What follows belongs to an exercise in optimizing a design on an open flow for small area, a short achievable clock period and few clock cycles per item; a production flow would make more cautious choices.
The RTL was checked by simulation tests, not by an equivalence proof against the original design.

[flow/run.sh]
#!/bin/bash
# synth_recipe.tcl (not shown) runs the flow's synth.tcl, then flattens the netlist and writes it again
# the make line also repeats each setting of config.mk as NAME=value (left out here)
make -C /OpenROAD-flow-scripts/flow DESIGN_CONFIG=/design/flow/config.mk WORK_HOME=/design/flow/orfs CLKGATE_MAP_FILE= SYNTH_SCRIPT=/design/flow/synth_recipe.tcl finish
[flow/config.mk]
export PLATFORM = sky130hd
export DESIGN_NAME = ifft_top
export DESIGN_NICKNAME = ifft_top
export VERILOG_FILES = /design/flow/design.v
export SDC_FILE = /design/flow/constraint.sdc
export NUM_CORES = 4
export LEC_CHECK = 0
export CAP_MARGIN = 80
export CORE_MARGIN = 2
export CORE_UTILIZATION = 40
export SLEW_MARGIN = 80
[flow/constraint.sdc]
create_clock -name core_clock -period 13.6 [get_ports {clk}]
set_input_delay 2.7200 -clock core_clock [delete_from_list [all_inputs] [get_ports {clk}]]
set_output_delay 2.7200 -clock core_clock [all_outputs]
set_load 0.01 [all_outputs]
[flow/design.v]
module ifft_top (
    input  wire        clk,
    input  wire        rst,
    input  wire        ifft_enable,
    input  wire [15:0] in_0_real,
    input  wire [15:0] in_1_real,
    input  wire [15:0] in_2_real,
    input  wire [15:0] in_3_real,
    input  wire [15:0] in_4_real,
    input  wire [15:0] in_5_real,
    input  wire [15:0] in_6_real,
    input  wire [15:0] in_7_real,
    input  wire [15:0] in_8_real,
    input  wire [15:0] in_9_real,
    input  wire [15:0] in_10_real,
    input  wire [15:0] in_11_real,
    input  wire [15:0] in_0_imag,
    input  wire [15:0] in_1_imag,
    input  wire [15:0] in_2_imag,
    input  wire [15:0] in_3_imag,
    input  wire [15:0] in_4_imag,
    input  wire [15:0] in_5_imag,
    input  wire [15:0] in_6_imag,
    input  wire [15:0] in_7_imag,
    input  wire [15:0] in_8_imag,
    input  wire [15:0] in_9_imag,
    input  wire [15:0] in_10_imag,
    input  wire [15:0] in_11_imag,
    output wire [15:0] ifft_out_real,
    output wire [15:0] ifft_out_imag,
    output wire        finish
);
  integer i;
  reg       busy;
  reg [4:0] t;
  reg       fin;
  wire      start = ~busy & ifft_enable;
  always @(posedge clk or negedge rst) begin
    if (!rst) begin
      busy <= 1'b0;
      t    <= 5'd0;
      fin  <= 1'b0;
    end else begin
      if (start) begin
        busy <= 1'b1;
        t    <= 5'd1;
      end else if (busy) begin
        t <= t + 5'd1;
        if (t == 5'd21) busy <= 1'b0;
      end
      fin <= busy & (t >= 5'd5) & (t <= 5'd20);
    end
  end
  assign finish = fin;
  localparam M_ID = 3'd0, M_J = 3'd1, M_T1 = 3'd2, M_T3 = 3'd3,
             M_W1 = 3'd4, M_W3 = 3'd5, M_W5 = 3'd6, M_W7 = 3'd7;
  wire [2:0] modeA2_r;
  wire       r0A_r, r1A_r, r2A_r, r3A_r, r2C_r, n8_r, sw4_r, n4_r, n4_i, bl_r, bp3_r;
  wire       n0_r, t01_r, t12_r, t23_r, hsx_r, hsy_r, byB_r, byC_r, injA, injC;
  wire       hsx_i, hsy_i;
  wire [3:1] weC_r, weG_r;
  ifft_ctl u_ctl (
    .clk(clk), .rst(rst), .start(start), .busy(busy),
    .modeA2(modeA2_r), .r0A(r0A_r), .r1A(r1A_r), .r2A(r2A_r), .r3A(r3A_r), .r2C(r2C_r),
    .weC(weC_r), .weG(weG_r), .n8(n8_r), .sw4(sw4_r), .n4r(n4_r), .n4i(n4_i), .bl(bl_r),
    .bp3(bp3_r), .n0(n0_r), .t01(t01_r), .t12(t12_r), .t23(t23_r), .hsx(hsx_r),
    .hsy(hsy_r), .hsx2(hsx_i), .hsy2(hsy_i), .byB(byB_r), .byC(byC_r), 
    .injA(injA), .injC(injC));
  wire [2:0] modeA2_i = modeA2_r;
  wire       r0A_i = r0A_r, r1A_i = r1A_r, r2A_i = r2A_r, r3A_i = r3A_r, r2C_i = r2C_r;
  wire       n8_i = n8_r, sw4_i = sw4_r, bl_i = bl_r, bp3_i = bp3_r;
  wire       n0_i = n0_r, t01_i = t01_r, t12_i = t12_r, t23_i = t23_r;
  wire       byB_i = byB_r, byC_i = byC_r;
  wire [3:1] weC_i = weC_r, weG_i = weG_r;
  reg [15:0] x0r, x0i, x4r, x4i, x8r, x8i;
  reg [15:0] ar[0:2], ai[0:2], br[0:2], bi[0:2], cr[0:2], ci[0:2];
  always @(posedge clk) begin
    if (!busy) begin
      x0r <= in_0_real;   x0i <= in_0_imag;
      x4r <= in_4_real;   x4i <= in_4_imag;
      x8r <= in_8_real;   x8i <= in_8_imag;
      ar[0] <= in_1_real;  ai[0] <= in_1_imag;
      ar[1] <= in_2_real;  ai[1] <= in_2_imag;
      ar[2] <= in_3_real;  ai[2] <= in_3_imag;
      br[0] <= in_5_real;  bi[0] <= in_5_imag;
      br[1] <= in_6_real;  bi[1] <= in_6_imag;
      br[2] <= in_7_real;  bi[2] <= in_7_imag;
      cr[0] <= in_9_real;  ci[0] <= in_9_imag;
      cr[1] <= in_10_real; ci[1] <= in_10_imag;
      cr[2] <= in_11_real; ci[2] <= in_11_imag;
    end else begin
      for (i = 0; i < 3; i = i + 1) begin
        ar[i] <= ar[(i+1)%3]; ai[i] <= ai[(i+1)%3];
        br[i] <= br[(i+1)%3]; bi[i] <= bi[(i+1)%3];
        cr[i] <= cr[(i+1)%3]; ci[i] <= ci[(i+1)%3];
      end
      if (injA) begin ar[2] <= gv_r; ai[2] <= gv_i; end
      if (injC) begin cr[0] <= gv_r; ci[0] <= gv_i; end
    end
  end
  wire        subA_r = r1A_r | r3A_r, subA_i = r1A_i | r3A_i;
  wire [15:0] uopr = r3A_r ? {ar[2][14:0], 1'b0} : ar[0] & {16{~r2A_r}};
  wire [15:0] uopi = r3A_i ? {ai[2][14:0], 1'b0} : ai[0] & {16{~r2A_i}};
  wire [15:0] wopr = (cr[0] ^ {16{subA_r}}) & {16{~r2A_r}};
  wire [15:0] wopi = (ci[0] ^ {16{subA_i}}) & {16{~r2A_i}};
  wire [15:0] vopr = (br[0] ^ {16{r0A_r}}) & {16{r0A_r | r2A_r}};
  wire [15:0] vopi = (bi[0] ^ {16{r0A_i}}) & {16{r0A_i | r2A_i}};
  wire [15:0] pre_r, pre_i;
  ifft_add3 #(16) u_prr (uopr, wopr, vopr, r0A_r, subA_r, pre_r);
  ifft_add3 #(16) u_pri (uopi, wopi, vopi, r0A_i, subA_i, pre_i);
  reg  [15:0] PBr, PBi;
  always @(posedge clk) begin
    PBr <= pre_r;
    PBi <= pre_i;
  end
  reg [4:0]  cre, cim;
  reg        hs_r, hs_i;
  always @(*) begin
    case (modeA2_r)
      M_W1:    begin cre = 5'b00_11_0; hs_r = 1'b0; end
      M_W3:    begin cre = 5'b11_00_0; hs_r = 1'b0; end
      M_W5:    begin cre = 5'b11_01_1; hs_r = 1'b0; end
      M_W7:    begin cre = 5'b01_11_1; hs_r = 1'b0; end
      M_T1:    begin cre = 5'b00_11_0; hs_r = 1'b1; end
      default: begin cre = 5'b01_11_1; hs_r = 1'b1; end  
    endcase
    case (modeA2_i)
      M_W1:    begin cim = 5'b10_00_0; hs_i = 1'b0; end
      M_W3:    begin cim = 5'b00_10_0; hs_i = 1'b0; end
      M_W5:    begin cim = 5'b00_11_1; hs_i = 1'b0; end
      M_W7:    begin cim = 5'b11_00_1; hs_i = 1'b0; end
      M_T1:    begin cim = 5'b10_00_0; hs_i = 1'b1; end
      default: begin cim = 5'b00_11_1; hs_i = 1'b1; end  
    endcase
  end
  wire byA2_r = (modeA2_r == M_ID) | (modeA2_r == M_J), jA2_r = (modeA2_r == M_J);
  wire byA2_i = (modeA2_i == M_ID) | (modeA2_i == M_J), jA2_i = (modeA2_i == M_J);
  reg [15:0] XRr, YRr, XRi, YRi;
  reg        zcr, zyr, zci, zyi;
  reg [3:0]  kreB, kimB, kreC, kimC;    
  always @(posedge clk) begin
    XRr <= byA2_r ? (jA2_r ? -PBi : PBr) : (cre[4] ? PBi : PBr) ^ {16{cre[3]}};
    YRr <= (cre[2] ? PBi : PBr) ^ {16{cre[1]}};
    zcr <= cre[0];
    zyr <= (modeA2_r == M_W5);
    XRi <= byA2_i ? (jA2_i ? PBr : PBi) : (cim[4] ? PBi : PBr) ^ {16{cim[3]}};
    YRi <= (cim[2] ? PBi : PBr) ^ {16{cim[1]}};
    zci <= cim[0];
    zyi <= (modeA2_i == M_W5) | (modeA2_i == M_T3);
    kreB <= {hs_r, cre[3], cre[1], cre[0]}; kimB <= {hs_i, cim[3], cim[1], cim[0]};
    kreC <= kreB; kimC <= kimB;
  end
  wire [25:0] s_re, c_re, s_im, c_im;
  wire [15:0] ZRr = (zyr ? YRr : XRr) & {16{zcr}};
  wire [15:0] ZRi = (zyi ? YRi : XRi) & {16{zci}};
  ifft_tw_comp u_re (.x(XRr), .y(YRr), .z(ZRr), .hx(hsx_r), .hy(hsy_r), .s(s_re), .c(c_re));
  ifft_tw_comp u_im (.x(XRi), .y(YRi), .z(ZRi), .hx(hsx_i), .hy(hsy_i), .s(s_im), .c(c_im));
  reg  [25:0] SRr, CRr, SRi, CRi;
  always @(posedge clk) begin
    SRr <= byB_r ? {XRr, 10'd0} : s_re;  CRr <= byB_r ? 26'd0 : c_re;
    SRi <= byB_i ? {XRi, 10'd0} : s_im;  CRi <= byB_i ? 26'd0 : c_im;
  end
  reg  [25:0] kpr, kpi;
  always @(*) begin
    case ({byC_r, kreC})
      5'd0: kpr = 26'h08e00d1;
      5'd1: kpr = 26'h08e00d2;
      5'd2: kpr = 26'h08e0258;
      5'd3: kpr = 26'h08e0259;
      5'd4: kpr = 26'h08e0483;
      5'd5: kpr = 26'h08e0484;
      5'd6: kpr = 26'h08e060a;
      5'd7: kpr = 26'h08e060b;
      5'd8: kpr = 26'h3bf816c;
      5'd9: kpr = 26'h3bf816d;
      5'd10: kpr = 26'h3bf8440;
      5'd11: kpr = 26'h3bf8441;
      5'd12: kpr = 26'h3bf8440;
      5'd13: kpr = 26'h3bf8441;
      5'd14: kpr = 26'h3bf8714;
      5'd15: kpr = 26'h3bf8715;
      5'd16: kpr = 26'h0000000;
      5'd17: kpr = 26'h0000000;
      5'd18: kpr = 26'h0000000;
      5'd19: kpr = 26'h0000000;
      5'd20: kpr = 26'h0000000;
      5'd21: kpr = 26'h0000000;
      5'd22: kpr = 26'h0000000;
      5'd23: kpr = 26'h0000000;
      5'd24: kpr = 26'h0000000;
      5'd25: kpr = 26'h0000000;
      5'd26: kpr = 26'h0000000;
      5'd27: kpr = 26'h0000000;
      5'd28: kpr = 26'h0000000;
      5'd29: kpr = 26'h0000000;
      5'd30: kpr = 26'h0000000;
      5'd31: kpr = 26'h0000000;
    endcase
  end
  always @(*) begin
    case ({byC_i, kimC})
      5'd0: kpi = 26'h08e00d1;
      5'd1: kpi = 26'h08e00d2;
      5'd2: kpi = 26'h08e0258;
      5'd3: kpi = 26'h08e0259;
      5'd4: kpi = 26'h08e0483;
      5'd5: kpi = 26'h08e0484;
      5'd6: kpi = 26'h08e060a;
      5'd7: kpi = 26'h08e060b;
      5'd8: kpi = 26'h3bf816c;
      5'd9: kpi = 26'h3bf816d;
      5'd10: kpi = 26'h3bf8440;
      5'd11: kpi = 26'h3bf8441;
      5'd12: kpi = 26'h3bf8440;
      5'd13: kpi = 26'h3bf8441;
      5'd14: kpi = 26'h3bf8714;
      5'd15: kpi = 26'h3bf8715;
      5'd16: kpi = 26'h0000000;
      5'd17: kpi = 26'h0000000;
      5'd18: kpi = 26'h0000000;
      5'd19: kpi = 26'h0000000;
      5'd20: kpi = 26'h0000000;
      5'd21: kpi = 26'h0000000;
      5'd22: kpi = 26'h0000000;
      5'd23: kpi = 26'h0000000;
      5'd24: kpi = 26'h0000000;
      5'd25: kpi = 26'h0000000;
      5'd26: kpi = 26'h0000000;
      5'd27: kpi = 26'h0000000;
      5'd28: kpi = 26'h0000000;
      5'd29: kpi = 26'h0000000;
      5'd30: kpi = 26'h0000000;
      5'd31: kpi = 26'h0000000;
    endcase
  end
  wire [15:0] zsr = r2C_r ? ar[0] : 16'd0, zsi = r2C_i ? ai[0] : 16'd0;
  wire [25:0] psum_r, psum_i;
  ifft_add4 #(26) u_psr (SRr, CRr, kpr, {zsr, 10'd0}, 1'b0, 1'b0, psum_r);
  ifft_add4 #(26) u_psi (SRi, CRi, kpi, {zsi, 10'd0}, 1'b0, 1'b0, psum_i);
  wire [15:0] gv_r = psum_r[25:10], gv_i = psum_i[25:10];
  wire [15:0] q0v_r, q0v_i;
  ifft_add3 #(16) u_q0r (ar[0], br[0], cr[0], 1'b0, 1'b0, q0v_r);
  ifft_add3 #(16) u_q0i (ai[0], bi[0], ci[0], 1'b0, 1'b0, q0v_i);
  wire [15:0] gbr = x8r ^ {16{n8_r}}, gbi = x8i ^ {16{n8_i}};
  wire [15:0] gcr = (sw4_r ? x4i : x4r) ^ {16{n4_r}};
  wire [15:0] gci = (sw4_i ? x4r : x4i) ^ {16{n4_i}};
  wire [15:0] g0v_r, g0v_i;
  ifft_add3 #(16) u_g0r (x0r, gbr, gcr, n8_r, n4_r, g0v_r);
  ifft_add3 #(16) u_g0i (x0i, gbi, gci, n8_i, n4_i, g0v_i);
  reg  [15:0] G0r, G0i;
  always @(posedge clk) begin
    G0r <= g0v_r; G0i <= g0v_i;
  end
  reg [15:0] s1r, s1i, s2r, s2i, s3r, s3i;
  reg [15:0] g0r, g0i, g1r, g1i, g2r, g2i, g3r, g3i;
  always @(posedge clk) begin
    if (weG_r[1] | weC_r[1]) s1r <= weG_r[1] ? q0v_r : gv_r;
    if (weG_i[1] | weC_i[1]) s1i <= weG_i[1] ? q0v_i : gv_i;
    if (weG_r[2] | weC_r[2]) s2r <= weG_r[2] ? q0v_r : gv_r;
    if (weG_i[2] | weC_i[2]) s2i <= weG_i[2] ? q0v_i : gv_i;
    if (weG_r[3] | weC_r[3]) s3r <= weG_r[3] ? q0v_r : gv_r;
    if (weG_i[3] | weC_i[3]) s3i <= weG_i[3] ? q0v_i : gv_i;
    if (bl_r) begin
      g0r <= G0r; g1r <= s1r; g2r <= s2r; g3r <= bp3_r ? gv_r : s3r;
    end else if (t12_r) begin
      g1r <= g1i; g2r <= ~g2r; g3r <= ~g3i;
    end else if (t01_r | t23_r) begin
      g1r <= ~g1r; g3r <= ~g3r;
    end
    if (bl_i) begin
      g0i <= G0i; g1i <= s1i; g2i <= s2i; g3i <= bp3_i ? gv_i : s3i;
    end else if (t12_i) begin
      g1i <= ~g1r; g2i <= ~g2i; g3i <= g3r;
    end else if (t01_i | t23_i) begin
      g1i <= ~g1i; g3i <= ~g3i;
    end
  end
  wire [15:0] o_r, o_i;
  ifft_add4 #(16) u_or (g0r, g2r, g1r, g3r, n0_r, n0_r, o_r);
  ifft_add4 #(16) u_oi (g0i, g2i, g1i, g3i, n0_i, n0_i, o_i);
  reg  [15:0] OR, OI;
  always @(posedge clk) begin
    OR <= o_r; OI <= o_i;
  end
  assign ifft_out_real = OR;
  assign ifft_out_imag = OI;
endmodule
module ifft_tw_comp (
    input  wire [15:0] x,
    input  wire [15:0] y,
    input  wire [15:0] z,
    input  wire        hx,       
    input  wire        hy,       
    output wire [25:0] s,
    output wire [25:0] c
);
  function [25:0] t(input [15:0] v, input integer k);
    t = {10'd0, ~v[15], v[14:0]} << k;
  endfunction
  wire [15:0] nx = ~x, ny = ~y;
  wire [15:0] xg = hx ? x : 16'd0;
  wire [15:0] yg = hy ? ny : 16'd0;
  wire [25:0] o0  = t(x, 10);
  wire [25:0] o1  = t(nx, 6);
  wire [25:0] o5  = t(y, 9);
  wire [25:0] o10 = t(z, 0);
  wire [25:0] o2  = hx ? t(nx, 8) : t(nx, 4);
  wire [25:0] o3  = hx ? t(x, 4)  : t(x, 1);
  wire [25:0] o4  = t(xg, 2);
  wire [25:0] o6  = hy ? t(y, 8)  : t(ny, 7);
  wire [25:0] o7  = hy ? t(ny, 5) : t(y, 3);
  wire [25:0] o8  = hy ? t(ny, 3) : t(ny, 0);
  wire [25:0] o9  = t(yg, 2);
  wire [25:0] a1, b1, a2, b2;
  ifft_csa l0a (o0, o1, o5, a1, b1);
  ifft_csa l0b (a1, b1, o10, a2, b2);
  wire [25:0] s1a, c1a, s1b, c1b, s1c, c1c;
  ifft_csa l1a (o2, o3, o4, s1a, c1a);
  ifft_csa l1b (o6, o7, o8, s1b, c1b);
  ifft_csa l1c (o9, a2, b2, s1c, c1c);
  wire [25:0] s2a, c2a, s2b, c2b;
  ifft_csa l2a (s1a, c1a, s1b, s2a, c2a);
  ifft_csa l2b (c1b, s1c, c1c, s2b, c2b);
  wire [25:0] s3, c3;
  ifft_csa l3 (s2a, c2a, s2b, s3, c3);
  ifft_csa l4 (s3, c3, c2b, s, c);
endmodule
module ifft_add3 #(parameter W = 16) (
    input  wire [W-1:0] a,
    input  wire [W-1:0] b,
    input  wire [W-1:0] d,
    input  wire         ci1,
    input  wire         ci2,
    output wire [W-1:0] y
);
  wire [W-1:0] s = a ^ b ^ d;
  wire [W-1:0] m = (a & b) | (a & d) | (b & d);
  assign y = s + {m[W-2:0], ci1} + {{(W-1){1'b0}}, ci2};
endmodule
module ifft_add4 #(parameter W = 16) (
    input  wire [W-1:0] a,
    input  wire [W-1:0] b,
    input  wire [W-1:0] d,
    input  wire [W-1:0] e,
    input  wire         ci1,
    input  wire         ci2,
    output wire [W-1:0] y
);
  wire [W-1:0] s1 = a ^ b ^ d;
  wire [W-1:0] m1 = (a & b) | (a & d) | (b & d);
  wire [W-1:0] c1 = {m1[W-2:0], ci1};
  wire [W-1:0] s2 = s1 ^ c1 ^ e;
  wire [W-1:0] m2 = (s1 & c1) | (s1 & e) | (c1 & e);
  assign y = s2 + {m2[W-2:0], ci2};
endmodule
module ifft_csa (
    input  wire [25:0] a,
    input  wire [25:0] b,
    input  wire [25:0] d,
    output wire [25:0] s,
    output wire [25:0] c
);
  assign s = a ^ b ^ d;
  wire [25:0] m = (a & b) | (a & d) | (b & d);
  assign c = {m[24:0], 1'b0};
endmodule
module ifft_ctl (
    input  wire       clk,
    input  wire       rst,
    input  wire       start,
    input  wire       busy,
    output reg  [2:0] modeA2,      
    output reg        r0A, r1A, r2A, r3A,    
    output reg        r2C,         
    output reg  [3:1] weC,         
    output reg  [3:1] weG,         
    output reg        n8, sw4, n4r, n4i,  
    output reg        bl, bp3,     
    output reg        n0, t01, t12, t23,      
    output reg        hsx, hsy, hsx2, hsy2,   
    output reg        byB, byC,    
    output reg        injA, injC   
);
  localparam M_ID = 3'd0, M_J = 3'd1, M_T1 = 3'd2, M_T3 = 3'd3,
             M_W1 = 3'd4, M_W3 = 3'd5, M_W5 = 3'd6, M_W7 = 3'd7;
  reg [4:0] tc;
  always @(posedge clk or negedge rst) begin
    if (!rst)       tc <= 5'd0;
    else if (start) tc <= 5'd1;
    else if (busy)  tc <= tc + 5'd1;
  end
  wire [4:0] tp = busy ? tc : 5'd0;
  reg [2:0] modeN;
  always @(*) begin
    case (tp)
      5'd0:  modeN = M_T1; 5'd1:  modeN = M_J;  5'd2:  modeN = M_T3;
      5'd3:  modeN = M_W1; 5'd4:  modeN = M_T1; 5'd5:  modeN = M_W3;
      5'd6:  modeN = M_W5; 5'd7:  modeN = M_T3; 5'd8:  modeN = M_W7;
      5'd10: modeN = M_T1; 5'd11: modeN = M_J;  5'd12: modeN = M_T3;
      default: modeN = M_ID;
    endcase
  end
  wire [1:0] kn = tp[1:0];                  
  reg  [2:0] modeA;
  reg        r2B1, r2B2, hq, hq2;
  reg  [3:1] weB1, weB2;
  always @(posedge clk) begin
    modeA  <= modeN;
    modeA2 <= modeA;
    r0A  <= (tp <= 5'd2);
    r1A  <= (tp >= 5'd3)  & (tp <= 5'd5);
    r2A  <= (tp >= 5'd6)  & (tp <= 5'd8);
    r3A  <= (tp >= 5'd10) & (tp <= 5'd12);
    r2B1 <= (tp >= 5'd7)  & (tp <= 5'd9);
    r2B2 <= r2B1;
    r2C  <= r2B2;
    weB1[1] <= (tp == 5'd1) | (tp == 5'd7) | (tp == 5'd11);
    weB1[2] <= (tp == 5'd2) | (tp == 5'd8) | (tp == 5'd12);
    weB1[3] <= (tp == 5'd3) | (tp == 5'd9) | (tp == 5'd13);
    weB2 <= weB1;
    weC  <= weB2;
    weG[1] <= (tp == 5'd0);
    weG[2] <= (tp == 5'd1);
    weG[3] <= (tp == 5'd2);
    n8   <= (tp == 5'd10) | (tp == 5'd14);
    sw4  <= (tp == 5'd10) | (tp == 5'd14);
    n4r  <= (tp == 5'd6)  | (tp == 5'd10);
    n4i  <= (tp == 5'd6)  | (tp == 5'd14);
    bl   <= (tp == 5'd3) | (tp == 5'd7) | (tp == 5'd11) | (tp == 5'd15);
    bp3  <= (tp == 5'd11) | (tp == 5'd15);
    injA <= (tp >= 5'd6) & (tp <= 5'd8);
    injC <= (tp >= 5'd9) & (tp <= 5'd11);
    n0   <= (kn != 2'd0);
    t01  <= (kn == 2'd0);
    t12  <= (kn == 2'd1);
    t23  <= (kn == 2'd2);
    hsx  <= (modeA2 == M_T1) | (modeA2 == M_T3);
    hq   <= (modeA == M_T1) | (modeA == M_T3);
    hsy  <= hq;
    hsx2 <= (tp == 5'd2) | (tp == 5'd4) | (tp == 5'd6) | (tp == 5'd9) | (tp == 5'd12) | (tp == 5'd14);
    hq2  <= (tp == 5'd1) | (tp == 5'd3) | (tp == 5'd5) | (tp == 5'd8) | (tp == 5'd11) | (tp == 5'd13);
    hsy2 <= hq2;
    byB  <= (modeA2 == M_ID) | (modeA2 == M_J);
    byC  <= byB;
  end
endmodule
==> results of run 1 <==
[flip-flops by register name, indices dropped and copies added, names as in the netlist, 26 cells and up]
signal	flops
ai	48
SRr	26
ar	48
ci	48
bi	48
br	48
SRi	26
cr	48
[metal layers]
metal  vias up  GRT usage [%]
met5         -              0
met4        22          6.930
met3       251          5.584
met2      1376          38.67
met1     20300          34.93
li1      19060              -
[area by class of cell]
class	count	area share [%]
inverter	639	3.352
tap	1903	3.280
multi-input combinational	3597	47.60
timing repair buffer	626	9.201
clock inverter	57	1.048
sequential	955	31.27
antenna	2	0.006894
clock buffer	151	4.245
[worst max-delay path, cell delays in order (launching register included)]
cell and delay [ps]:
dfxtp_4 380, buf_6 200, buf_6 210, buf_8 240, buf_16 210, mux2i_1 230, xnor2_1 170, fa_1 470
fa_2 380, fa_2 460, a21o_1 170, a21oi_1 200, o21bai_1 90, a21o_1 220, a21oi_1 250, o21ai_1 140
a2111oi_2 370, nor3_1 110, xor2_1 140
[cells in the mapped netlist (19+ instances only)]
master	n
nor3_1	44
nor2b_1	149
clkbuf_1	211
a211oi_1	58
o21bai_1	23
o21ai_0	279
ha_1	314
xor2_1	123
fa_1	496
o31ai_1	22
nand2b_1	47
a31oi_1	30
xnor2_1	184
or2_2	19
and2_1	29
buf_1	37
mux2i_1	189
o21a_1	22
a21o_1	45
edfxtp_1	320
nand3_1	34
nor2_1	303
dfxtp_1	623
mux2_2	323
nand2_1	388
a21oi_1	273
o211ai_1	27
and3_1	44
inv_1	637
[logic make-up (layout without fill, tap and decap cells)]
kind of cell / after synthesis / in the layout / share of synthesized area, %
AO/OA/AOI/OAI: 851 / 851 / 8.684
XOR/XNOR: 307 / 307 / 4.631
adder cells (fa/ha/maj): 810 / 810 / 23.87
buffers and inverters: 891 / 1473 / 5.779
flip-flops: 955 / 955 / 38.54
multiplexers: 513 / 513 / 9.541
other: 1 / 6 / 0.006458
AND/OR/NAND/NOR: 1112 / 1112 / 8.949
[worst paths after layout]
path | from | cells after the start | to | slack (ps)
min in group asynchronous | rst | 1 | fin | 1790
worst max-delay path | u_ctl.n8 | 18 | G0r[14] | 8840
worst min register to register | u_ctl.weB1[3] | 0 | u_ctl.weB2[3] | 310
worst max register to register | u_ctl.n8 | 18 | G0r[14] | 8840
max in group asynchronous | rst | 1 | busy | 11630
worst min-delay path | u_ctl.weB1[3] | 0 | u_ctl.weB2[3] | 310
[metrics by stage]
step	cell area [µm²]	util, %
final	72600	50.48
after global routing	72590	50.47
after CTS	71910	50.00
after detailed placement	68070	47.33
after global placement	64170	44.61
after floorplan	58080	-
==> notes.md, run 1 <==
initial antenna violation count 22; max-cap violations 0; gr ovfl total 0; placed cell count between 7,000 and 8,000; CTS Buf Count 109; top routing layer used met5; leading area contributor after synthesis dfxtp_1; Fmax achieved approximately 210 MHz; met2 wire length ~83 mm; first-pass GRT wire length 272.1 mm; cts hold-fix bufs 0; Max FO, Critical Path 17; root buf cell clkbuf_16; vias around 40,000; Final ANT Viol Nets 0; share of layout cells above drive strength 1 about a fifth; Synth top area share a little over a fifth; register area roughly 0.023 mm²; DP Wirelength 150.4 mm; Multi-input gate area about 0.035 mm²; Setup violations, final 0; Total Die Area between 0.1 and 0.15 mm²; commonest non-fill, non-tap cell in the layout inv_1; non-filler cells, final 7,930; mapped cell area 0.05807 mm²; Post-Syn Instances ~5,400; most frequent cells in the layout inv_1, fa_1, dfxtp_1, clkdlybuf4s50_1, nand2_1; routability-driven placement congestion ratio 0.9559; final hold vios 0; Slew Viols, Final 0; metal3 WL approximately 14 mm; die height between 300 and 400 µm; Avg WL per Cell ~23 µm; Post-synth ARST share between 1 and 1.5%; fin crit share 34.99%; vias per std cell about 5.2; Post-CTS Setup Inserts 0; M1 wire length roughly 82 mm; CP Launch Type register; GRT Total Usage approximately 25%; # clock sinks ~960; drt drc 0; setup ws final slightly below 9000 ps; Mapped Avg Cell Area 10.67 µm²; status complete, no violations; worst min-delay path class reg -> reg; number of cell rows around 140; Bufs on Longest Clock Path 3; DIE WIDTH slightly below 400 µm; hold slack final 311.6 ps; H-tree depth 3; Yosys Warn Count 15; initial DRC count between 3,000 and 4,000; Clk Latency, worst-skew pair 780 ps; WS Path Type reg -> reg; CTS tree done; WP data arrival between 5000 and 6000 ps; final WL 184.6 mm; PostCTS Resize Cnt 0; synth unique cells between 70 and 80; I/O Buffers 419; Setup WS pre-CTS 8824 ps; clock slew at reported path FFs 60 ps; largest cells by area after synthesis dfxtp_1, fa_1, edfxtp_1; CP Capture Type register; Setup TNS Final 0 ps; CP required ~14,000 ps; Filler cells around 13,000; number of synthesized flops with an enable pin 320; Setup Skew roughly 120 ps; Tmin final between 4000 and 5000 ps; #FFs+latches synth about 960; core area between 0.1 and 0.15 mm²; post-synthesis sequential area ratio 38.54%; Ports 420; initial core utilization around 40%; Main synth FF type dfxtp_1; number of global-route vias before repair 41,160; largest net degree at the start of global routing 51; drt pass-1 iters 5; RSZ-0062 raised after global routing false; Area growth syn-to-layout 25.03%; Final #Nets around 7,100
Testbench counts, summed over its fixed seeds: cycles 11,264, items 512.
==> run 2, diff against run 1 <==
--- a/flow/config.mk
+++ b/flow/config.mk
@@ -5,7 +5,7 @@
 export SDC_FILE = /design/flow/constraint.sdc
 export NUM_CORES = 4
 export LEC_CHECK = 0
-export CAP_MARGIN = 80
+export CAP_MARGIN = 50
 export CORE_MARGIN = 2
 export CORE_UTILIZATION = 40
-export SLEW_MARGIN = 80
+export SLEW_MARGIN = 50
==> run 2 against run 1 <==
Against the previous run: count of clock-buffer cells in the layout decreased by 11; final cell count decreased by 2.0%; worst setup slack got worse by 320 ps; non-clock buffer count decreased by 152; routed wire length decreased by 1.7%; worst hold slack improved by 15 ps; via count decreased by 1.8%; register-to-register slack got worse by 320 ps; sequential share of layout area increased by 1.6 points; critical endpoint unchanged.
==> notes.md, run 2 <==
GRT Total Usage between 20 and 25%; share of layout cells above drive strength 1 10.88%; Mapped Avg Cell Area about 11 µm²; Synth top area share between 20% and 30%; DP Wirelength approximately 140 mm; H-tree depth 3; number of global-route vias before repair ~40,000; Setup Skew about 40 ps; Setup WS pre-CTS 8498 ps; top post-synthesis cells by count inv_1, dfxtp_1, fa_1; mapped cell area 0.05807 mm²; first-pass GRT wire length 267.3 mm; leading area contributor after synthesis dfxtp_1; vias per std cell slightly above 5; Fmax achieved between 150 and 200 MHz; fin crit share around 37%; largest cells by area after synthesis dfxtp_1, fa_1, edfxtp_1; CP required around 14,000 ps; synth unique cells 74; Max FO, Critical Path 33; core area about 0.14 mm²; GRT Max-Usage Layer met2; most used cell, CP fa_1; Ports 420; CP Capture Type register; Clk Latency, worst-skew pair between 700 and 800 ps; met2 global-route usage a little under two fifths; status complete, no violations; #FFs+latches synth 955; # clock sinks around 960; count leader, synth inv_1; gr ovfl total 0; critical path's largest stage delay around 700 ps; Post-CTS Setup Inserts 0; WP data arrival ~5700 ps; commonest non-fill, non-tap cell in the layout inv_1; Setup violations, final 0; CP Launch Type register; Slowest-stage cell, CP dfxtp_4; drt drc 0; root buf cell clkbuf_16; I/O Buffers ~420; Total Die Area 0.1482 mm²; cts hold-fix bufs 0; Bufs on Longest Clock Path 3; clock slew at reported path FFs about 60 ps; Setup TNS Final 0 ps; Area growth syn-to-layout 17.55%; Yosys Warn Count 15; relative slew slack 50.29%; RSZ-0062 raised after global routing false; CTS Buf Count 106; most frequent cells in the layout inv_1, dfxtp_1, fa_1, clkdlybuf4s50_1, nand2_1; Main synth FF type dfxtp_1; met3 Track Usage GR 5.247%; Multi-input gate area approximately 0.033 mm²; vias around 40,000; CTS tree done; WS Path Type reg -> reg; max-cap violations 0; setup ws final 8518 ps; initial DRC count roughly 3,300; Post-Syn Instances ~5,400; crit-path cells buf_4, mux2i_1, xnor2_1, fa_1, fa_1, fa_1, a21o_1, a21oi_1, o21bai_1, a21o_1, a21oi_1, o21ai_0, a2111oi_0, nor3_1, xor2_1; initial antenna violation count 24; Slew Viols, Final 0; number of cell rows about 140; Final ANT Viol Nets 0; Tmin final approximately 5100 ps; post-synthesis sequential area ratio about two fifths; PostCTS Resize Cnt 0; GRT met1 Usage roughly 34%; DIE WIDTH 385.0 µm; final hold vios 0; largest net degree at the start of global routing 96; number of synthesized flops with an enable pin 320; initial core utilization between 40 and 50%; Final #Nets 6,970; Avg WL per Cell 23.34 µm; register area 0.02242 mm²; Worst Tran Pin Value about 740 ps; Post-synth ARST share under 10%; worst min-delay path class reg -> reg; die height between 300 and 400 µm; drt pass-1 iters 6; final WL 181.5 mm; routability-driven placement congestion ratio around 0.96; Filler cells about 13,000
run 2: cell counts after synthesis:
No cell type changed its count.
run 2: layout make-up:
cell class | count | area share [%]
inverter | 639 | 3.521
clock buffer | 140 | 4.337
clock inverter | 61 | 1.204
antenna | 6 | 0.02200
tap | 1903 | 3.488
sequential | 955 | 32.85
timing repair buffer | 474 | 6.872
multi-input combinational | 3597 | 47.70
run 2: cells by family after synthesis:
| family | after synthesis | share of synthesized area [%] |
|---|---|---|
| simple gates | 1112 | 8.949 |
| flops | 955 | 38.54 |
| buf+inv | 891 | 5.779 |
| compound gates | 851 | 8.684 |
| fa+ha+maj | 810 | 23.87 |
| mux | 513 | 9.541 |
| xor+xnor | 307 | 4.631 |
| other cells | 1 | 0.006458 |
run 2: worst max-delay path: cells and delay by family, from the launching register on:
kind / cells / cell delay [ps]
AO/OA/AOI/OAI: 7 / 1530
XOR/XNOR: 2 / 340
adder cells (fa/ha/maj): 3 / 1360
buffers and inverters: 1 / 590
flip-flops: 1 / 700
multiplexers: 1 / 310
AND/OR/NAND/NOR: 1 / 120
run 2: routing by layer:
| layer | vias to the layer above | wire [µm] |
|---|---|---|
| li1 | 18750 | - |
| met1 | 19970 | 80550 |
| met2 | 1348 | 82630 |
| met3 | 200 | 13940 |
| met4 | 16 | 4277 |
| met5 | - | 92 |
run 2: final timing paths:
path	from	end	slack [ps]	cells after the start
worst max-delay path	u_ctl.n8	G0r[14]	8520	15
worst min-delay path	u_ctl.hq2	u_ctl.hsy2	330	0
worst max register to register	u_ctl.n8	G0r[14]	8520	15
worst min register to register	u_ctl.hq2	u_ctl.hsy2	330	0
max in group asynchronous	rst	busy	10790	1
min in group asynchronous	rst	fin	2360	1
run 2: stage by stage:
step / hold slack, ps / cell area, µm² / utilization [%] / instances
2_1_floorplan: 309.6 / 58080 / - / 5443
3_3_place_gp: 311.5 / 64170 / 44.61 / 7565
3_5_place_dp: 312.1 / 64410 / 44.78 / 7566
4_1_cts: 324.5 / 68190 / 47.41 / 7767
5_1_grt: 331.8 / 68240 / 47.45 / 7769
6_report: 326.4 / 68260 / 47.46 / 7775
==> run 3, diff against run 2 <==
--- a/flow/design.v
+++ b/flow/design.v
@@ -153,91 +153,133 @@
   wire [25:0] s_re, c_re, s_im, c_im;
   wire [15:0] ZRr = (zyr ? YRr : XRr) & {16{zcr}};
   wire [15:0] ZRi = (zyi ? YRi : XRi) & {16{zci}};
-  ifft_tw_comp u_re (.x(XRr), .y(YRr), .z(ZRr), .hx(hsx_r), .hy(hsy_r), .s(s_re), .c(c_re));
-  ifft_tw_comp u_im (.x(XRi), .y(YRi), .z(ZRi), .hx(hsx_i), .hy(hsy_i), .s(s_im), .c(c_im));
+  reg  [9:0]  klr, kli;    
+  always @(*) begin
+    case (kreB)
+      4'd0: klr = 10'h0d1;
+      4'd1: klr = 10'h0d2;
+      4'd2: klr = 10'h258;
+      4'd3: klr = 10'h259;
+      4'd4: klr = 10'h083;
+      4'd5: klr = 10'h084;
+      4'd6: klr = 10'h20a;
+      4'd7: klr = 10'h20b;
+      4'd8: klr = 10'h16c;
+      4'd9: klr = 10'h16d;
+      4'd10: klr = 10'h040;
+      4'd11: klr = 10'h041;
+      4'd12: klr = 10'h040;
+      4'd13: klr = 10'h041;
+      4'd14: klr = 10'h314;
+      4'd15: klr = 10'h315;
+    endcase
+  end
+  always @(*) begin
+    case (kimB)
+      4'd0: kli = 10'h0d1;
+      4'd1: kli = 10'h0d2;
+      4'd2: kli = 10'h258;
+      4'd3: kli = 10'h259;
+      4'd4: kli = 10'h083;
+      4'd5: kli = 10'h084;
+      4'd6: kli = 10'h20a;
+      4'd7: kli = 10'h20b;
+      4'd8: kli = 10'h16c;
+      4'd9: kli = 10'h16d;
+      4'd10: kli = 10'h040;
+      4'd11: kli = 10'h041;
+      4'd12: kli = 10'h040;
+      4'd13: kli = 10'h041;
+      4'd14: kli = 10'h314;
+      4'd15: kli = 10'h315;
+    endcase
+  end
+  ifft_tw_comp u_re (.x(XRr), .y(YRr), .z(ZRr), .kl(klr), .hx(hsx_r), .hy(hsy_r), .s(s_re), .c(c_re));
+  ifft_tw_comp u_im (.x(XRi), .y(YRi), .z(ZRi), .kl(kli), .hx(hsx_i), .hy(hsy_i), .s(s_im), .c(c_im));
   reg  [25:0] SRr, CRr, SRi, CRi;
   always @(posedge clk) begin
     SRr <= byB_r ? {XRr, 10'd0} : s_re;  CRr <= byB_r ? 26'd0 : c_re;
     SRi <= byB_i ? {XRi, 10'd0} : s_im;  CRi <= byB_i ? 26'd0 : c_im;
   end
-  reg  [25:0] kpr, kpi;
+  reg  [15:0] kpr, kpi;    
   always @(*) begin
     case ({byC_r, kreC})
-      5'd0: kpr = 26'h08e00d1;
-      5'd1: kpr = 26'h08e00d2;
-      5'd2: kpr = 26'h08e0258;
-      5'd3: kpr = 26'h08e0259;
-      5'd4: kpr = 26'h08e0483;
-      5'd5: kpr = 26'h08e0484;
-      5'd6: kpr = 26'h08e060a;
-      5'd7: kpr = 26'h08e060b;
-      5'd8: kpr = 26'h3bf816c;
-      5'd9: kpr = 26'h3bf816d;
-      5'd10: kpr = 26'h3bf8440;
-      5'd11: kpr = 26'h3bf8441;
-      5'd12: kpr = 26'h3bf8440;
-      5'd13: kpr = 26'h3bf8441;
-      5'd14: kpr = 26'h3bf8714;
-      5'd15: kpr = 26'h3bf8715;
-      5'd16: kpr = 26'h0000000;
-      5'd17: kpr = 26'h0000000;
-      5'd18: kpr = 26'h0000000;
-      5'd19: kpr = 26'h0000000;
-      5'd20: kpr = 26'h0000000;
-      5'd21: kpr = 26'h0000000;
-      5'd22: kpr = 26'h0000000;
-      5'd23: kpr = 26'h0000000;
-      5'd24: kpr = 26'h0000000;
-      5'd25: kpr = 26'h0000000;
-      5'd26: kpr = 26'h0000000;
-      5'd27: kpr = 26'h0000000;
-      5'd28: kpr = 26'h0000000;
-      5'd29: kpr = 26'h0000000;
-      5'd30: kpr = 26'h0000000;
-      5'd31: kpr = 26'h0000000;
+      5'd0: kpr = 16'h2380;
+      5'd1: kpr = 16'h2380;
+      5'd2: kpr = 16'h2380;
+      5'd3: kpr = 16'h2380;
+      5'd4: kpr = 16'h2381;
+      5'd5: kpr = 16'h2381;
+      5'd6: kpr = 16'h2381;
+      5'd7: kpr = 16'h2381;
+      5'd8: kpr = 16'hefe0;
+      5'd9: kpr = 16'hefe0;
+      5'd10: kpr = 16'hefe1;
+      5'd11: kpr = 16'hefe1;
+      5'd12: kpr = 16'hefe1;
+      5'd13: kpr = 16'hefe1;
+      5'd14: kpr = 16'hefe1;
+      5'd15: kpr = 16'hefe1;
+      5'd16: kpr = 16'h0000;
+      5'd17: kpr = 16'h0000;
+      5'd18: kpr = 16'h0000;
+      5'd19: kpr = 16'h0000;
+      5'd20: kpr = 16'h0000;
+      5'd21: kpr = 16'h0000;
+      5'd22: kpr = 16'h0000;
+      5'd23: kpr = 16'h0000;
+      5'd24: kpr = 16'h0000;
+      5'd25: kpr = 16'h0000;
+      5'd26: kpr = 16'h0000;
+      5'd27: kpr = 16'h0000;
+      5'd28: kpr = 16'h0000;
+      5'd29: kpr = 16'h0000;
+      5'd30: kpr = 16'h0000;
+      5'd31: kpr = 16'h0000;
     endcase
   end
   always @(*) begin
     case ({byC_i, kimC})
-      5'd0: kpi = 26'h08e00d1;
-      5'd1: kpi = 26'h08e00d2;
-      5'd2: kpi = 26'h08e0258;
-      5'd3: kpi = 26'h08e0259;
-      5'd4: kpi = 26'h08e0483;
-      5'd5: kpi = 26'h08e0484;
-      5'd6: kpi = 26'h08e060a;
-      5'd7: kpi = 26'h08e060b;
-      5'd8: kpi = 26'h3bf816c;
-      5'd9: kpi = 26'h3bf816d;
-      5'd10: kpi = 26'h3bf8440;
-      5'd11: kpi = 26'h3bf8441;
-      5'd12: kpi = 26'h3bf8440;
-      5'd13: kpi = 26'h3bf8441;
-      5'd14: kpi = 26'h3bf8714;
-      5'd15: kpi = 26'h3bf8715;
-      5'd16: kpi = 26'h0000000;
-      5'd17: kpi = 26'h0000000;
-      5'd18: kpi = 26'h0000000;
-      5'd19: kpi = 26'h0000000;
-      5'd20: kpi = 26'h0000000;
-      5'd21: kpi = 26'h0000000;
-      5'd22: kpi = 26'h0000000;
-      5'd23: kpi = 26'h0000000;
-      5'd24: kpi = 26'h0000000;
-      5'd25: kpi = 26'h0000000;
-      5'd26: kpi = 26'h0000000;
-      5'd27: kpi = 26'h0000000;
-      5'd28: kpi = 26'h0000000;
-      5'd29: kpi = 26'h0000000;
-      5'd30: kpi = 26'h0000000;
-      5'd31: kpi = 26'h0000000;
+      5'd0: kpi = 16'h2380;
+      5'd1: kpi = 16'h2380;
+      5'd2: kpi = 16'h2380;
+      5'd3: kpi = 16'h2380;
+      5'd4: kpi = 16'h2381;
+      5'd5: kpi = 16'h2381;
+      5'd6: kpi = 16'h2381;
+      5'd7: kpi = 16'h2381;
+      5'd8: kpi = 16'hefe0;
+      5'd9: kpi = 16'hefe0;
+      5'd10: kpi = 16'hefe1;
+      5'd11: kpi = 16'hefe1;
+      5'd12: kpi = 16'hefe1;
+      5'd13: kpi = 16'hefe1;
+      5'd14: kpi = 16'hefe1;
+      5'd15: kpi = 16'hefe1;
+      5'd16: kpi = 16'h0000;
+      5'd17: kpi = 16'h0000;
+      5'd18: kpi = 16'h0000;
+      5'd19: kpi = 16'h0000;
+      5'd20: kpi = 16'h0000;
+      5'd21: kpi = 16'h0000;
+      5'd22: kpi = 16'h0000;
+      5'd23: kpi = 16'h0000;
+      5'd24: kpi = 16'h0000;
+      5'd25: kpi = 16'h0000;
+      5'd26: kpi = 16'h0000;
+      5'd27: kpi = 16'h0000;
+      5'd28: kpi = 16'h0000;
+      5'd29: kpi = 16'h0000;
+      5'd30: kpi = 16'h0000;
+      5'd31: kpi = 16'h0000;
     endcase
   end
   wire [15:0] zsr = r2C_r ? ar[0] : 16'd0, zsi = r2C_i ? ai[0] : 16'd0;
-  wire [25:0] psum_r, psum_i;
-  ifft_add4 #(26) u_psr (SRr, CRr, kpr, {zsr, 10'd0}, 1'b0, 1'b0, psum_r);
-  ifft_add4 #(26) u_psi (SRi, CRi, kpi, {zsi, 10'd0}, 1'b0, 1'b0, psum_i);
-  wire [15:0] gv_r = psum_r[25:10], gv_i = psum_i[25:10];
+  wire [10:0] plo_r = {1'b0, SRr[9:0]} + {1'b0, CRr[9:0]};
+  wire [10:0] plo_i = {1'b0, SRi[9:0]} + {1'b0, CRi[9:0]};
+  wire [15:0] gv_r, gv_i;
+  ifft_add4 #(16) u_psr (SRr[25:10], CRr[25:10], kpr, zsr, plo_r[10], 1'b0, gv_r);
+  ifft_add4 #(16) u_psi (SRi[25:10], CRi[25:10], kpi, zsi, plo_i[10], 1'b0, gv_i);
   wire [15:0] q0v_r, q0v_i;
   ifft_add3 #(16) u_q0r (ar[0], br[0], cr[0], 1'b0, 1'b0, q0v_r);
   ifft_add3 #(16) u_q0i (ai[0], bi[0], ci[0], 1'b0, 1'b0, q0v_i);
@@ -289,6 +331,7 @@
     input  wire [15:0] x,
     input  wire [15:0] y,
     input  wire [15:0] z,
+    input  wire [9:0]  kl,       
     input  wire        hx,       
     input  wire        hy,       
     output wire [25:0] s,
@@ -300,7 +343,7 @@
   wire [15:0] nx = ~x, ny = ~y;
   wire [15:0] xg = hx ? x : 16'd0;
   wire [15:0] yg = hy ? ny : 16'd0;
-  wire [25:0] o0  = t(x, 10);
+  wire [25:0] o0  = t(x, 10) | {16'd0, kl};
   wire [25:0] o1  = t(nx, 6);
   wire [25:0] o5  = t(y, 9);
   wire [25:0] o10 = t(z, 0);
--- a/flow/config.mk
+++ b/flow/config.mk
@@ -5,7 +5,7 @@
 export SDC_FILE = /design/flow/constraint.sdc
 export NUM_CORES = 4
 export LEC_CHECK = 0
-export CAP_MARGIN = 50
+export CAP_MARGIN = 20
 export CORE_MARGIN = 2
 export CORE_UTILIZATION = 40
-export SLEW_MARGIN = 50
+export SLEW_MARGIN = 20
==> run 3 against run 2 <==
Against the previous run: still clean; register-to-register slack got worse by 240 ps; maximum frequency decreased by 4.6%; synthesized area decreased by 0.60%; first-iteration DRC count up 8.1%; final area is 1.3% lower; routed wire length fell by 3.6%; clock skew rose by 24 ps; largest cell class unchanged.
==> notes.md, run 3 <==
DIE WIDTH roughly 380 µm; Setup Skew 65.46 ps; reg2reg setup slack around 8300 ps; CP required ~14,000 ps; worst min-delay path class reg -> reg; number of global-route vias before repair slightly above 40,000; gr ovfl total 0; Worst Tran Pin Value roughly 1200 ps; core area between 0.1 and 0.15 mm²; post-place instance area roughly 0.064 mm²; vias per std cell around 5.2; Total Die Area 0.1473 mm²; leading area contributor after synthesis dfxtp_1; cts hold-fix bufs 0; first-pass GRT wire length about 260 mm; initial DRC count between 3,000 and 4,000; # clock sinks 950; largest net degree at the start of global routing 94; number of synthesized flops with an enable pin 320; CTS Buf Count between 100 and 150; GRT Total Usage a little under a quarter; relative slew slack between 20% and 30%; Post-synth ARST share around 1.3%; synth unique cells a little over 80; Area growth syn-to-layout 16.79%; #FFs+latches synth between 900 and 1,000; RSZ-0062 raised after global routing false; Mapped Avg Cell Area 10.56 µm²; fin crit share between 30% and 40%; top post-synthesis cells by count dfxtp_1, inv_1, fa_1; Filler cells 13,240; Main synth FF type dfxtp_1; Final ANT Viol Nets 0; Ports 420; die height 383.9 µm; Setup TNS Final 0 ps; most frequent cells in the layout inv_1, dfxtp_1, fa_1, nand2_1, clkdlybuf4s50_1; CP Capture Type register; drt pass-1 iters 6; Synth top area share between 20% and 30%; drt drc 0; Clk Latency, worst-skew pair ~760 ps; Max FO, Critical Path 6; routability-driven placement congestion ratio roughly 0.95; final hold vios 0; Avg WL per Cell approximately 22 µm; Post-CTS Setup Inserts 0; WS Path Type reg -> reg; share of layout cells above drive strength 1 roughly a tenth; Post-Syn Instances roughly 5,500; initial core utilization approximately two fifths; commonest non-fill, non-tap cell in the layout inv_1; DP Wirelength approximately 140 mm; clock slew at reported path FFs approximately 60 ps; max-cap violations 0; fin area 0.06740 mm²; final WL around 170 mm; PostCTS Resize Cnt 0; status complete, no violations; H-tree depth 3; Slew Viols, Final 0; I/O Buffers ~420; largest cells by area after synthesis dfxtp_1, fa_1, edfxtp_1; initial antenna violation count 9; Final #Nets 6,958; CTS tree done; vias just over 40,000; Setup violations, final 0; count leader, synth dfxtp_1; placed cell count between 7,000 and 8,000; CP Launch Type register; mapped cell area 0.05772 mm²; root buf cell clkbuf_16; Bufs on Longest Clock Path 3; non-filler cells, final 7,780; number of cell rows 139; Fmax achieved 187.8 MHz; WP data arrival slightly below 6000 ps; Tmin final roughly 5300 ps; post-synthesis sequential area ratio roughly two fifths; Yosys Warn Count 15
[run 3: cell types whose count changed in the layout (fill, tap and decap cells not counted), sizes merged, moves of 19 or more]
cell / before / now
a31oi: 30 / 56
xnor2: 184 / 155
nand2b: 47 / 20
o21a: 22 / 41
nand2: 389 / 457
nor2: 303 / 324
ha: 314 / 281
inv: 645 / 624
mux2i: 189 / 142
o21ai: 279 / 345
[run 3: per-stage QoR]
stage / utilization (%) / hold WS [ps] / setup WS [ps]
3_3_place_gp: 44.41 / 309.8 / 8295
2_1_floorplan: - / 309.6 / 9216
5_1_grt: 46.97 / 331.2 / 7823
6_report: 46.98 / 323.8 / 8274
3_5_place_dp: 44.41 / 312.0 / 8320
4_1_cts: 46.97 / 325.6 / 8303
[run 3: logic make-up (layout without fill, tap and decap cells)]
family                     count (synthesis)  after routing  synth area share, %
AOI/OAI and AO/OA                        999            999                10.48
xor gates and xnor gates                 261            261                3.961
adders and majority gates                783            783                23.50
buffers and inverters                    867           1271                5.686
DFF                                      950            950                38.60
muxes                                    472            472                8.901
other                                      2              7              0.01301
and+or+nand+nor                         1134           1134                8.847
[run 3: critical path, stage by stage (launching register included)]
cell	delay [ps]
dfxtp_1	300
ha_1	270
a31o_2	240
a21o_1	170
a21o_1	160
a21o_1	170
a21oi_1	140
nor2_1	60
a211oi_1	840
fa_1	320
inv_1	50
ha_1	220
inv_1	90
fa_1	250
nor2b_1	70
o21a_1	170
o21ai_0	350
a21oi_1	290
a221oi_1	390
xnor2_1	340
mux2i_1	140
[run 3: final timing paths]
check                           start           to  depth (start not counted)
max                            SRr[3]      s2r[15]                         20
min                        u_ctl.r2B1   u_ctl.r2B2                          0
max reg2reg                    SRr[3]      s2r[15]                         20
min reg2reg                u_ctl.r2B1   u_ctl.r2B2                          0
max in group asynchronous         rst         busy                          1
min in group asynchronous         rst  u_ctl.tc[4]                          1
[run 3: layout make-up]
| cell class | instances | area (µm²) | area share, % |
|---|---|---|---|
| diodes | 2 | 5.005 | 0.007425 |
| clock buffers | 139 | 3017 | 4.475 |
| clock inverters | 53 | 664.4 | 0.9857 |
| inverters | 616 | 2315 | 3.434 |
| multi-input cells | 3654 | 32190 | 47.75 |
| flip-flops and latches | 950 | 22310 | 33.10 |
| well taps | 1903 | 2381 | 3.532 |
| repair buffers | 463 | 4524 | 6.712 |
[run 3: metal layers]
layer | share of wire (%) | GRT usage (%) | vias to the layer above | routed length, µm
li1 | - | - | 18950 | -
met1 | 44 | 32.82 | 19980 | 77450
met2 | 46 | 37.87 | 1345 | 80610
met3 | 6.7 | 3.928 | 211 | 11640
met4 | 3.0 | 7.255 | 2 | 5200
met5 | 0.010 | 0 | - | 18
Testbench counts of run 3, summed over its fixed seeds: cycles 11,264, items 512.

[re-timing with driven ports]
How much do the figures lean on ideal ports? The routed layouts below were timed once more, with nothing changed but the port constraints.
Step 1: set_driving_cell puts a clkbuf_16 on clk and a buf_2 on each other input, an assumption about the parent block.
Step 2 also shifts input and output timing later by t, the mid clock arrival at the registers, as if the neighbouring blocks saw the same clock.
a / b / c = no drivers / after step 1 / after step 2; a / b = the first two.
| run | t, ns | setup slack, ns | worst register clock-pin slew, ns |
|---|---|---|---|
| run 1 | 0.796 | 8.841 / 8.841 / 8.841 | 0.07 / 0.07 |
| run 2 | 0.807 | 8.518 / 8.518 / 8.518 | 0.07 / 0.07 |
| run 3 | 0.802 | 8.274 / 8.274 / 8.274 | 0.07 / 0.07 |
After both steps every run listed still meets setup and hold.
